What follows belongs to an exercise in optimizing a design on an open flow for small area, a short achievable clock period and few clock cycles; a production flow would make more cautious choices. Function was checked by simulation only, so behaviour that the tests miss may differ from the original. Power is estimated from default activity; no workload was simulated.

## CPU
module CPU(input  logic        clk_i, rst_i,
           output logic [63:0] imem_addr_o,
           input  logic [31:0] imem_data_i,
           output logic        dmem_we_o, dmem_re_o,
           output logic [2:0]  dmem_funct3_o,
           output logic [63:0] dmem_addr_o, dmem_wdata_o,
           input  logic [63:0] dmem_rdata_i,
           output logic        wb_we_o,
           output logic [4:0]  wb_rd_o,
           output logic [63:0] wb_data_o);
Settings: LEC_CHECK=0, CAP_MARGIN=40, CORE_MARGIN=2, CORE_UTILIZATION=40, CTS_CLUSTER_DIAMETER=80, CTS_CLUSTER_SIZE=24, SLEW_MARGIN=50; clock period 16.0 ns.
standard.sh (not shown) runs the stock make flow with config.mk's settings and CLKGATE_MAP_FILE= SYNTH_SCRIPT=/design/flow/synth_recipe.tcl, a recipe that flattens the netlist after the stock synthesis.
==> flow/flow/run.sh <==
#!/bin/bash
# The standard synthesis, then the standard layout (standard.sh) with these changes:
#  - the delay cells (clkdlybuf4s*, dlygate*, dlymetal*) are kept out of the layout steps,
#    so the port buffers and the resizer's buffers are plain buffers;
#  - the resizer's timing repair (after CTS and after global routing) works to a setup
#    margin, so that paths end well inside the clock period (the SDC is the standard flow's, unchanged).
set -euo pipefail
PLATFORM_DONT_USE="sky130_fd_sc_hd__probe_p_8 sky130_fd_sc_hd__probec_p_8 sky130_fd_sc_hd__lpflow_bleeder_1 sky130_fd_sc_hd__lpflow_clkbufkapwr_1 sky130_fd_sc_hd__lpflow_clkbufkapwr_16 sky130_fd_sc_hd__lpflow_clkbufkapwr_2 sky130_fd_sc_hd__lpflow_clkbufkapwr_4 sky130_fd_sc_hd__lpflow_clkbufkapwr_8 sky130_fd_sc_hd__lpflow_clkinvkapwr_1 sky130_fd_sc_hd__lpflow_clkinvkapwr_16 sky130_fd_sc_hd__lpflow_clkinvkapwr_2 sky130_fd_sc_hd__lpflow_clkinvkapwr_4 sky130_fd_sc_hd__lpflow_clkinvkapwr_8 sky130_fd_sc_hd__lpflow_decapkapwr_12 sky130_fd_sc_hd__lpflow_decapkapwr_3 sky130_fd_sc_hd__lpflow_decapkapwr_4 sky130_fd_sc_hd__lpflow_decapkapwr_6 sky130_fd_sc_hd__lpflow_decapkapwr_8 sky130_fd_sc_hd__lpflow_inputiso0n_1 sky130_fd_sc_hd__lpflow_inputiso0p_1 sky130_fd_sc_hd__lpflow_inputiso1n_1 sky130_fd_sc_hd__lpflow_inputiso1p_1 sky130_fd_sc_hd__lpflow_inputisolatch_1 sky130_fd_sc_hd__lpflow_isobufsrc_1 sky130_fd_sc_hd__lpflow_isobufsrc_16 sky130_fd_sc_hd__lpflow_isobufsrc_2 sky130_fd_sc_hd__lpflow_isobufsrc_4 sky130_fd_sc_hd__lpflow_isobufsrc_8 sky130_fd_sc_hd__lpflow_isobufsrckapwr_16 sky130_fd_sc_hd__lpflow_lsbuf_lh_hl_isowell_tap_1 sky130_fd_sc_hd__lpflow_lsbuf_lh_hl_isowell_tap_2 sky130_fd_sc_hd__lpflow_lsbuf_lh_hl_isowell_tap_4 sky130_fd_sc_hd__lpflow_lsbuf_lh_isowell_4 sky130_fd_sc_hd__lpflow_lsbuf_lh_isowell_tap_1 sky130_fd_sc_hd__lpflow_lsbuf_lh_isowell_tap_2 sky130_fd_sc_hd__lpflow_lsbuf_lh_isowell_tap_4"
EXTRA_DONT_USE="sky130_fd_sc_hd__clkdlybuf4s* sky130_fd_sc_hd__dlygate* sky130_fd_sc_hd__dlymetal*"
MARGIN=$(cat flow/margin.txt)
bash standard.sh synth > synth.log 2>&1
bash standard.sh "DONT_USE_CELLS=$PLATFORM_DONT_USE $EXTRA_DONT_USE" "SETUP_SLACK_MARGIN=$MARGIN" finish > layout.log 2>&1
==> flow/flow/margin.txt <==
11
The first run ran to the end with no violations.
Testbench counts at the start, summed over its fixed seeds: cycles 47,033.
Change:
==> flow/flow/margin.txt (replaced) <==
11.25
SLEW_MARGIN = 55   (was 50)
Result: Synthesized cell count is unchanged. Power falls by 0.62%. Area after synthesis is unchanged.
Change:
==> flow/flow/margin.txt (replaced) <==
11
CTS_CLUSTER_SIZE = 20   (was 24)
SLEW_MARGIN = 60   (was 55)
Effect:
- first-iteration DRC count is lower by 0.54%
- power goes up by 1.5%
- wire length fell by 0.64%
- clock-buffer cell count increases by 52
- clock power is higher by 4.6%
- sequential power stays flat
- critical path depth rises by 2
- via count hardly moves

==> static timing again, ports no longer ideal <==
Ports are ideal in the flow. The routed layouts listed here were re-timed in OpenROAD.
Step 1 assumes that a clkbuf_16 drives the clock port and a buf_2 every other input.
Step 2 times the ports against the registers' clock, not the clock port: input delays grow and output delays shrink by t, the midpoint of the rising clock arrivals with the driver on.
Three values: ideal, step 1, step 2; two values: the first two.
| run | t, ns | slack for setup (ns) | slew at the worst register clock pin (ns) |
|---|---|---|---|
| the first run | 1.089 | 10.843 / 10.843 / 10.012 | 0.11 / 0.11 |
| the second run | 1.075 | 11.053 / 11.009 / 10.081 | 0.11 / 0.11 |
| the third run | 1.083 | 10.841 / 10.841 / 10.113 | 0.10 / 0.10 |
After both steps setup and hold are still met in every run listed. For the second run, which loses most, drivers alone change the setup slack by -0.044 ns; drivers and shift together by -0.972 ns.
